Source: an optimization exercise on an open RTL-to-GDS flow (aim: small area and a short achievable clock period). Production flows keep margins and buffers that such runs may drop. RTL that was checked went through simulation tests only; none was proved equivalent to the original. No activity file was given, so power comes from the tool's default toggle rates.

==> flow/design.v <==
`timescale 1ns / 1ps
module getOmega(
   input clk,
   input sck,
   input mosi,
   input ssel,
   output reg [39:0] omega,
   output reg chg,
   output wire [39:0] prev
);
    reg [2:0] SCKr;
    reg [1:0] SSELr;
    reg [1:0] MOSIr;
    always @(posedge clk) begin
        SCKr  <= {SCKr[1:0], sck};
        SSELr <= {SSELr[0], ssel};
        MOSIr <= {MOSIr[0], mosi};
    end
    wire sck_rise = ~SCKr[2] & SCKr[1];
    wire idle = SSELr[1];
    reg [40:0] sr;
    always @(posedge clk)
        if (sck_rise)
            sr <= {sr[39:0], MOSIr[1]};
    always @(posedge clk) begin
        if (idle)
            omega <= sr[39:0];
        chg <= idle & (sr[39:0] != omega);
    end
    assign prev = chg ? sr[40:1] : omega;
endmodule
module pfx_add #(parameter W = 8) (a, b, ci, s, co);
	input [W-1:0] a, b;
	input ci;
	output [W-1:0] s;
	output co;
	localparam L = $clog2(W);
	wire [W-1:0] p = a ^ b;
	wire [W-1:0] g = a & b;
	wire [(L+1)*W-1:0] gg, pp;
	assign gg[W-1:0] = g;
	assign pp[W-1:0] = p;
	genvar l, i;
	generate
		for (l = 0; l < L; l = l + 1) begin : lv
			for (i = 0; i < W; i = i + 1) begin : bt
				if ((i >> l) & 1) begin : join_
					localparam integer J = ((i >> l) << l) - 1;
					assign gg[(l+1)*W+i] = gg[l*W+i] | (pp[l*W+i] & gg[l*W+J]);
					assign pp[(l+1)*W+i] = pp[l*W+i] & pp[l*W+J];
				end else begin : pass_
					assign gg[(l+1)*W+i] = gg[l*W+i];
					assign pp[(l+1)*W+i] = pp[l*W+i];
				end
			end
		end
	endgenerate
	wire [W-1:0] c = gg[L*W +: W] | (pp[L*W +: W] & {W{ci}});    
	assign s = p ^ {c[W-2:0], ci};
	assign co = c[W-1];
endmodule
module capped_adder(f, kl, kp, km, en, sk, so, out);
	input [39:0] f;
	input [15:0] kl;
	input [12:0] kp;
	input [13:0] km;
	input en, sk, so;
	output [39:0] out;
	wire q1 = en & sk;
	wire nk = en & ~sk;
	wire a1 = q1 & so, a2 = q1 & ~so, a3 = nk & so, a4 = nk & ~so;
	wire [29:0] k;
	assign k[15:0] = ({16{q1}} & kl) | ({16{nk}} & ~kl);
	assign k[29:16] = ({14{a1}} & {1'b0, kp}) | ({14{a4}} & ~{1'b0, kp})
	                | ({14{a2}} & km) | ({14{a3}} & ~km);
	wire [29:0] t;
	wire c30;
	pfx_add #(.W(30)) add(.a(f[29:0]), .b(k), .ci(nk), .s(t), .co(c30));
	wire inc = c30 & ~k[29];
	wire dec = ~c30 & k[29];
	wire [9:0] fh = f[39:30];
	wire [9:0] fh_inc = fh + 10'd1;
	wire [9:0] fh_dec = fh - 10'd1;
	wire [9:0] hi = ({10{inc}} & fh_inc) | ({10{dec}} & fh_dec) | ({10{~(inc | dec)}} & fh);
	wire povf = inc & (fh == 10'h1ff);
	wire novf = dec & (fh == 10'h200);
	assign out = povf ? 40'h7fffffffff : novf ? 40'h8000000000 : {hi, t};
endmodule
module sd2(clk, reset, en, sd_in, bs_out);
input clk, reset;
input en;
input [11:0] sd_in;
output bs_out;
reg [13:0] sd_reg1;
reg [13:0] sd_reg2;
wire ns = ~sd_reg1[13];
assign bs_out = ns;
wire [11:0] v = {~sd_in[11], sd_in[10:0]};
wire [12:0] w = {~sd_in[11], sd_in[11:0]};
wire [13:0] s2;
wire c2_unused;
pfx_add #(.W(14)) add2(.a(sd_reg2), .b({1'b0, ns, v}), .ci(ns), .s(s2), .co(c2_unused));
wire [13:0] nx2 = {s2[13] ^ ns, s2[12:0]};
wire [13:0] hs = sd_reg1 ^ sd_reg2 ^ {1'b0, w};
wire [12:0] hc = (sd_reg1[12:0] & sd_reg2[12:0]) | (sd_reg1[12:0] & w) | (sd_reg2[12:0] & w);
wire [13:0] s1;
wire c1_unused;
pfx_add #(.W(14)) add1(.a(hs), .b({hc, ns}), .ci(ns), .s(s1), .co(c1_unused));
wire [13:0] nx1 = {s1[13] ^ ns, s1[12:0]};
always @(posedge clk) begin
	sd_reg1 <= reset ? 14'd0 : en ? nx1 : sd_reg1;
	sd_reg2 <= reset ? 14'd0 : en ? nx2 : sd_reg2;
end
endmodule
module sd_two_piece #(parameter [39:0] RESETVAL = 40'd0) (clk, reset, en, kl, kp, km, sk, sd_out);
input clk, reset;
input en;
input [15:0] kl;
input [12:0] kp;
input [13:0] km;
input sk;
output sd_out;
	reg [39:0] feedback;
	wire [39:0] next;
	capped_adder add(feedback, kl, kp, km, en, sk, sd_out, next);
	always @(posedge clk)
		feedback <= reset ? RESETVAL : next;
	sd2 sd_one(
	.clk(clk),
	.reset(reset),
	.en(en),
	.sd_in(feedback[39:28]),
	.bs_out(sd_out));
endmodule
module sigma_delta_twopiece(clk, reset, en, kl, kp, km, sd_out);
input clk, reset;
input en;
input [15:0] kl;
input [12:0] kp;
input [13:0] km;
output [1:0] sd_out;
	sd_two_piece #(.RESETVAL(40'h7fffffffff))
	piece_0 (
		.clk(clk),
		.reset(reset),
		.en(en),
		.kl(kl), .kp(kp), .km(km),
		.sk(sd_out[1]),
		.sd_out(sd_out[0]));
	sd_two_piece #(.RESETVAL(40'h0000000000))
	piece_1 (
		.clk(clk),
		.reset(reset),
		.en(en),
		.kl(kl), .kp(kp), .km(km),
		.sk(~sd_out[0]),
		.sd_out(sd_out[1]));
endmodule
`timescale 1ns / 1ps
module clkDivider(
    input inClk,
    input reset,
    input wire [3:0] od_nx,    
    output reg outEn
    );
    reg [10:0] cnt;
    wire [10:0] cnt_nx = reset ? 11'd0 : cnt + 11'd1;
    wire [3:0] n = 4'd12 - od_nx;
    wire [3:0] neff = (n > 4'd11) ? 4'd11 : n;
    wire [11:0] t;
    genvar j;
    generate
        for (j = 0; j < 12; j = j + 1) begin : th
            assign t[j] = (j < neff);
        end
    endgenerate
    wire [10:0] ok = ~t[10:0] | ~(cnt_nx ^ t[11:1]);
    always @(posedge inClk) begin
        cnt <= cnt_nx;
        outEn <= &ok;
    end
endmodule
`timescale 1ns / 1ps
module main(
    input CLK67MHZ,
    input sckPort,
    input mosiPort,
    input sselPort,
    input resetPort,
    output upPort,
    output downPort
    );
    wire clk = CLK67MHZ;
    wire reset = resetPort;
    wire [39:0] data;
    wire        chg;
    wire [39:0] prev;
    getOmega omega(clk, sckPort, mosiPort, sselPort, data, chg, prev);
    wire [15:0] kl;
    wire [12:0] kp;
    wire [13:0] km;
    wire [3:0]  od, od_nx;
    bitShifter bs(clk, chg, prev, kl, kp, km, od, od_nx);
    wire en;
    clkDivider getClk(clk, reset, od_nx, en);
    wire [1:0] sdOut;
    sigma_delta_twopiece sigma_delta_twopiece(clk, reset, en, kl, kp, km, sdOut);
    reg d1, up_r, dn_r;
    always @(posedge clk) begin
        d1   <= sdOut[0];
        up_r <= ~(d1 & sdOut[0]);
        dn_r <= ~(d1 | sdOut[0]);
    end
    assign upPort = up_r;
    assign downPort = dn_r;
endmodule
module bitShifter(clk, chg, prev, kl, kp, km, outdivider, outdivider_nx);
input clk;
input chg;                   
input [39:0] prev;           
output reg [15:0] kl;
output reg [12:0] kp;
output reg [13:0] km;
output reg [3:0] outdivider;
output [3:0] outdivider_nx;
reg [39:0] internal_reg;
reg [3:0] countshift;
reg enable, inreg;
wire finished = |internal_reg[39:28];
assign outdivider_nx = finished ? outdivider : countshift;
always @(posedge clk) begin
    if (chg) begin
        enable <= 1'b1;
        inreg <= 1'b1;
        countshift <= 4'd0;
    end else if (enable) begin
        inreg <= 1'b0;
        if (!inreg && finished)
            countshift <= countshift + 4'd1;
    end
    if (inreg)
        internal_reg <= prev;
    else if (finished)
        internal_reg <= internal_reg >> 1;
    if (!finished) begin
        kl <= internal_reg[15:0];
        kp <= {1'b0, internal_reg[27:16]} + 13'd1;
        km <= {2'b00, internal_reg[27:16]} - 14'd1;
        outdivider <= countshift;
    end
end
endmodule
Settings: LEC_CHECK=0, CAP_MARGIN=20, CORE_MARGIN=2, CORE_UTILIZATION=40, SETUP_SLACK_MARGIN=5, SLEW_MARGIN=20; clock period 10.0 ns.
run.sh (not shown) runs the stock make flow with config.mk's settings and CLKGATE_MAP_FILE= SYNTH_SCRIPT=/design/flow/synth_recipe.tcl, a recipe that flattens the netlist after the stock synthesis.
Edit:
--- a/flow/design.v
+++ b/flow/design.v
@@ -60,10 +60,10 @@
 	assign co = c[W-1];
 endmodule
-module capped_adder(f, kl, kp, km, en, sk, so, out);
+module capped_adder #(parameter RV1 = 0) (f, kl, kp, km, en, sk, so, reset, out);
 	input [39:0] f;
 	input [15:0] kl;
 	input [12:0] kp;
 	input [13:0] km;
-	input en, sk, so;
+	input en, sk, so, reset;
 	output [39:0] out;
 	wire q1 = en & sk;
@@ -77,13 +77,25 @@
 	wire c30;
 	pfx_add #(.W(30)) add(.a(f[29:0]), .b(k), .ci(nk), .s(t), .co(c30));
-	wire inc = c30 & ~k[29];
-	wire dec = ~c30 & k[29];
 	wire [9:0] fh = f[39:30];
 	wire [9:0] fh_inc = fh + 10'd1;
 	wire [9:0] fh_dec = fh - 10'd1;
-	wire [9:0] hi = ({10{inc}} & fh_inc) | ({10{dec}} & fh_dec) | ({10{~(inc | dec)}} & fh);
-	wire povf = inc & (fh == 10'h1ff);
-	wire novf = dec & (fh == 10'h200);
-	assign out = povf ? 40'h7fffffffff : novf ? 40'h8000000000 : {hi, t};
+	wire [9:0] h1 = k[29] ? fh : fh_inc;
+	wire [9:0] h0 = k[29] ? fh_dec : fh;
+	wire [9:0] hi = ({10{c30}} & h1) | ({10{~c30}} & h0);
+	wire up_ok = ~k[29] & (fh == 10'h1ff);
+	wire dn_ok = k[29] & (fh == 10'h200);
+	wire pos, neg;    
+	generate
+		if (RV1) begin : rv1
+			assign pos = (c30 & up_ok) | reset;
+			assign neg = ~c30 & dn_ok & ~reset;
+		end else begin : rv0
+			assign pos = c30 & up_ok;
+			assign neg = (~c30 & dn_ok) | reset;
+		end
+	endgenerate
+	wire [38:0] x = {hi[8:0], t};
+	assign out[38:0] = (x | {39{pos}}) & ~{39{neg}};
+	assign out[39] = ~reset & ((hi[9] & ~(c30 & up_ok)) | (~c30 & dn_ok));
 endmodule
 module sd2(clk, reset, en, sd_in, bs_out);
@@ -123,7 +135,7 @@
 	reg [39:0] feedback;
 	wire [39:0] next;
-	capped_adder add(feedback, kl, kp, km, en, sk, sd_out, next);
+	capped_adder #(.RV1(RESETVAL != 40'd0)) add(feedback, kl, kp, km, en, sk, sd_out, reset, next);
 	always @(posedge clk)
-		feedback <= reset ? RESETVAL : next;
+		feedback <= next;    
 	sd2 sd_one(
 	.clk(clk),
After rerunning:
- The changed run ran to the end with no violations
- final area drops by 2.3%
- first-iteration DRC count came out higher by about 1.1%
- total power stays flat
- critical path depth came out lower by 5
- sequential power stays flat
- core utilization went down by 0.78 points
- sequential share of layout area went up by 0.94 points
- setup slack gets better by 0.058 ns
- synthesized area is lower by about 1%
- non-clock buffer count drops by 12
- routed wire length shrinks by 3.0%
No functional check of the RTL was part of any run of this note.

* * *

== the baseline ==
Another version of the RTL of main (not shown whole).
Size in the first run: ~2100 cells after synthesis, about 350 flip-flops, ~7 I/O pins.
==> module getOmega, before the edit <==
module getOmega(
   input clk,
   input sck,
   input mosi,
   input ssel,
   output reg [39:0] omega,
   output reg chg,
   output wire sr40
);
    reg [2:0] SCKr;
    reg [1:0] SSELr;
    reg [1:0] MOSIr;
    always @(posedge clk) begin
        SCKr  <= {SCKr[1:0], sck};
        SSELr <= {SSELr[0], ssel};
        MOSIr <= {MOSIr[0], mosi};
    end
    wire sck_rise = ~SCKr[2] & SCKr[1];
    wire idle = SSELr[1];
    reg [40:0] sr;
    always @(posedge clk)
        if (sck_rise)
            sr <= {sr[39:0], MOSIr[1]};
    always @(posedge clk) begin
        if (idle)
            omega <= sr[39:0];
        chg <= idle & (sr[39:0] != omega);
    end
    assign sr40 = sr[40];
endmodule
==> module sd2, before the edit <==
module sd2(clk, reset, en, sd_in, bs_out, bs_out_nr);
input clk, reset;
input en;
input [11:0] sd_in;
output bs_out;
output bs_out_nr;                
reg [13:0] sd_reg1;
reg [13:0] sd_diffn;             
wire ns = ~sd_reg1[13];
assign bs_out = ns;
wire [12:0] w = {~sd_in[11], sd_in[11:0]};
wire [11:0] dl = {1'b0, sd_reg1[10:0]} + {11'd0, ns};
wire [2:0] dh = sd_reg1[13:11] + {ns, ns, 1'b1} + {2'b00, dl[11]};
wire [13:0] nxd = {dh, dl[10:0]};
wire [13:0] r2 = {sd_reg1[12:0], 1'b1};
wire [13:0] hs = r2 ^ sd_diffn ^ {1'b0, w};
wire [12:0] hc = (r2[12:0] & sd_diffn[12:0]) | (r2[12:0] & w) | (sd_diffn[12:0] & w);
wire [13:0] s1;
wire c1_unused;
pfx_add #(.W(14), .L(4), .CI_LATE(0)) add1(.a(hs), .b({hc, ns}), .ci(ns), .s(s1), .co(c1_unused));
wire [13:0] nx1 = {s1[13] ^ ns, s1[12:0]};
wire [13:0] reg1_nx = reset ? 14'd0 : en ? nx1 : sd_reg1;
assign bs_out_nr = ~(en ? nx1[13] : sd_reg1[13]);
always @(posedge clk) begin
	sd_reg1 <= reg1_nx;
	sd_diffn <= reset ? 14'h3fff : en ? ~nxd : sd_diffn;
end
endmodule
==> module main, before the edit <==
module main(
    input CLK67MHZ,
    input sckPort,
    input mosiPort,
    input sselPort,
    input resetPort,
    output upPort,
    output downPort
    );
    wire clk = CLK67MHZ;
    wire reset = resetPort;
    wire [39:0] data;
    wire        chg;
    wire        sr40;
    getOmega omega(clk, sckPort, mosiPort, sselPort, data, chg, sr40);
    wire [15:0] kl;
    wire [12:0] kp;
    wire [13:0] km;
    wire [3:0]  od, od_nx;
    bitShifter bs(clk, chg, data, sr40, kl, kp, km, od, od_nx);
    wire en, en_nx, en_nr, en_rst;
    clkDivider getClk(clk, reset, od_nx, en, en_nx, en_nr, en_rst);
    wire [1:0] sdOut;
    sigma_delta_twopiece sigma_delta_twopiece(clk, reset, en, en_nr, en_rst, kl, kp, km, sdOut);
    reg d1, up_r, dn_r;
    always @(posedge clk) begin
        d1   <= sdOut[0];
        up_r <= ~(d1 & sdOut[0]);
        dn_r <= ~(d1 | sdOut[0]);
    end
    assign upPort = up_r;
    assign downPort = dn_r;
endmodule
==> module bitShifter, before the edit <==
module bitShifter(clk, chg, inval, sr40, kl, kp, km, outdivider, outdivider_nx);
input clk;
input chg;                   
input [39:0] inval;          
input sr40;                  
output reg [15:0] kl;
output reg [12:0] kp;
output reg [13:0] km;
output reg [3:0] outdivider;
output [3:0] outdivider_nx;
reg [39:0] internal_reg;
reg [3:0] countshift;
reg enable, inreg;
wire finished = |internal_reg[39:28];
assign outdivider_nx = finished ? outdivider : countshift;
always @(posedge clk) begin
    if (chg) begin
        enable <= 1'b1;
        inreg <= 1'b1;
        countshift <= 4'd0;
    end else if (enable) begin
        inreg <= 1'b0;
        if (!inreg && finished)
            countshift <= countshift + 4'd1;
    end
    if (inreg | finished)
        internal_reg <= ({40{inreg & ~chg}} & inval)
                      | ({40{inreg & chg}} & {sr40, inval[39:1]})
                      | ({40{~inreg}} & {1'b0, internal_reg[39:1]});
    if (!finished) begin
        kl <= internal_reg[15:0];
        kp <= {1'b0, internal_reg[27:16]} + 13'd1;
        km <= {2'b00, internal_reg[27:16]} - 14'd1;
        outdivider <= countshift;
    end
end
endmodule
export LEC_CHECK = 0
export ABC_AREA = 1
export CAP_MARGIN = 20
export CORE_MARGIN = 2
export CORE_UTILIZATION = 40
export CTS_CLUSTER_DIAMETER = 120
export CTS_CLUSTER_SIZE = 24
export SLEW_MARGIN = 20
export TNS_END_PERCENT = 30
create_clock -name core_clock -period 10.0 [get_ports {CLK67MHZ}]
standard.sh (not shown) runs the stock make flow with config.mk's settings and CLKGATE_MAP_FILE= SYNTH_SCRIPT=/design/flow/synth_recipe.tcl, a recipe that flattens the netlist after the stock synthesis.
==> flow/flow/run.sh <==
#!/bin/bash
set -euo pipefail
bash standard.sh SETUP_SLACK_MARGIN=7.0 finish > flow_standard.log 2>&1
For the candidate, these inputs were changed with respect to the baseline:
==> flow/design.v, changed modules only <==
module getOmega(
   input clk,
   input sck,
   input mosi,
   input ssel,
   output reg [39:0] omega,
   output reg chg,
   output wire [39:0] prev
);
    reg [2:0] SCKr;
    reg [1:0] SSELr;
    reg [1:0] MOSIr;
    always @(posedge clk) begin
        SCKr  <= {SCKr[1:0], sck};
        SSELr <= {SSELr[0], ssel};
        MOSIr <= {MOSIr[0], mosi};
    end
    wire sck_rise = ~SCKr[2] & SCKr[1];
    wire idle = SSELr[1];
    reg [40:0] sr;
    always @(posedge clk)
        if (sck_rise)
            sr <= {sr[39:0], MOSIr[1]};
    always @(posedge clk) begin
        if (idle)
            omega <= sr[39:0];
        chg <= idle & (sr[39:0] != omega);
    end
    assign prev = chg ? sr[40:1] : omega;
endmodule
module sd2(clk, reset, en, sd_in, bs_out, bs_out_nr);
input clk, reset;
input en;
input [11:0] sd_in;
output bs_out;
output bs_out_nr;                
reg [13:0] sd_reg1;
reg [13:0] sd_reg2;
wire ns = ~sd_reg1[13];
assign bs_out = ns;
wire [11:0] v = {~sd_in[11], sd_in[10:0]};
wire [12:0] w = {~sd_in[11], sd_in[11:0]};
wire [13:0] s2;
wire c2_unused;
pfx_add #(.W(14), .L(4), .CI_LATE(0)) add2(.a(sd_reg2), .b({1'b0, ns, v}), .ci(ns), .s(s2), .co(c2_unused));
wire [13:0] nx2 = {s2[13] ^ ns, s2[12:0]};
wire [13:0] hs = sd_reg1 ^ sd_reg2 ^ {1'b0, w};
wire [12:0] hc = (sd_reg1[12:0] & sd_reg2[12:0]) | (sd_reg1[12:0] & w) | (sd_reg2[12:0] & w);
wire [13:0] s1;
wire c1_unused;
pfx_add #(.W(14), .L(4), .CI_LATE(0)) add1(.a(hs), .b({hc, ns}), .ci(ns), .s(s1), .co(c1_unused));
wire [13:0] nx1 = {s1[13] ^ ns, s1[12:0]};
wire [13:0] reg1_nx = reset ? 14'd0 : en ? nx1 : sd_reg1;
assign bs_out_nr = ~(en ? nx1[13] : sd_reg1[13]);
always @(posedge clk) begin
	sd_reg1 <= reg1_nx;
	sd_reg2 <= reset ? 14'd0 : en ? nx2 : sd_reg2;
end
endmodule
module main(
    input CLK67MHZ,
    input sckPort,
    input mosiPort,
    input sselPort,
    input resetPort,
    output upPort,
    output downPort
    );
    wire clk = CLK67MHZ;
    wire reset = resetPort;
    wire [39:0] data;
    wire        chg;
    wire [39:0] prev;
    getOmega omega(clk, sckPort, mosiPort, sselPort, data, chg, prev);
    wire [15:0] kl;
    wire [12:0] kp;
    wire [13:0] km;
    wire [3:0]  od, od_nx;
    bitShifter bs(clk, chg, prev, kl, kp, km, od, od_nx);
    wire en, en_nx, en_nr, en_rst;
    clkDivider getClk(clk, reset, od_nx, en, en_nx, en_nr, en_rst);
    wire [1:0] sdOut;
    sigma_delta_twopiece sigma_delta_twopiece(clk, reset, en, en_nr, en_rst, kl, kp, km, sdOut);
    reg d1, up_r, dn_r;
    always @(posedge clk) begin
        d1   <= sdOut[0];
        up_r <= ~(d1 & sdOut[0]);
        dn_r <= ~(d1 | sdOut[0]);
    end
    assign upPort = up_r;
    assign downPort = dn_r;
endmodule
module bitShifter(clk, chg, prev, kl, kp, km, outdivider, outdivider_nx);
input clk;
input chg;                   
input [39:0] prev;           
output reg [15:0] kl;
output reg [12:0] kp;
output reg [13:0] km;
output reg [3:0] outdivider;
output [3:0] outdivider_nx;
reg [39:0] internal_reg;
reg [3:0] countshift;
reg enable, inreg;
wire finished = |internal_reg[39:28];
assign outdivider_nx = finished ? outdivider : countshift;
always @(posedge clk) begin
    if (chg) begin
        enable <= 1'b1;
        inreg <= 1'b1;
        countshift <= 4'd0;
    end else if (enable) begin
        inreg <= 1'b0;
        if (!inreg && finished)
            countshift <= countshift + 4'd1;
    end
    if (inreg)
        internal_reg <= prev;
    else if (finished)
        internal_reg <= internal_reg >> 1;
    if (!finished) begin
        kl <= internal_reg[15:0];
        kp <= {1'b0, internal_reg[27:16]} + 13'd1;
        km <= {2'b00, internal_reg[27:16]} - 14'd1;
        outdivider <= countshift;
    end
end
endmodule
- The baseline ran to completion and came out clean on the timing, DRC and antenna checks.
- Every stage of the flow completed for the candidate, and the final layout passed the timing, DRC and antenna checks.
- The worst hold margin was comparable across the candidate and the baseline.
- The candidate vs. the baseline: post-route minimum period did not really move, total power now sits higher, max-slew violation total from the final report about even.
- In the reports for the candidate and the baseline, the larger routed wire length belongs to the candidate.
- Going from the baseline to the candidate, maximum frequency saw little to no change, height of the chip now sits higher, gate count of the mapped netlist rose by about 3.7%.
- Looking at overall via count from detail_route, the candidate sits 3.4% higher than the baseline does.
- Going from the baseline to the candidate, maximum number of pins on one net before global-route repair grew by more than a quarter.
- Combined area of all synthesized cells went up by a few percent going from the baseline to the candidate.

[afterwards: timing with drivers on the ports]
Ports are ideal in the flow. The routed layouts listed here were re-timed in OpenROAD. Step 1 (the two cells are an assumption about what drives the block):
set clk [get_ports {CLK67MHZ}]
set_driving_cell -lib_cell sky130_fd_sc_hd__clkbuf_16 $clk
set_driving_cell -lib_cell sky130_fd_sc_hd__buf_2 [delete_from_list [all_inputs] $clk]
Step 2, shift: input delay + t, output delay - t, t = (earliest + latest rising clock arrival at the registers) / 2. This alone moves slack from input paths to output paths. a / b / c = no drivers / after step 1 / after step 2; a / b = the first two.
| run | t (ns) | setup slack, ns | latest minus earliest clock arrival (ns) |
|---|---|---|---|
| the first run of note 1 | 0.607 | 5.326 / 5.326 / 5.326 | 0.025 / 0.025 |
| the second run of note 1 | 0.611 | 5.384 / 5.384 / 5.384 | 0.017 / 0.017 |
| the baseline | 0.591 | 7.027 / 6.973 / 6.578 | 0.027 / 0.027 |
| the candidate | 0.591 | 7.024 / 6.967 / 6.607 | 0.016 / 0.015 |
After both steps setup and hold are still met in every run listed. The setup slack of the baseline, which loses most, moves by -0.054 ns with the drivers and by -0.449 ns with both steps.
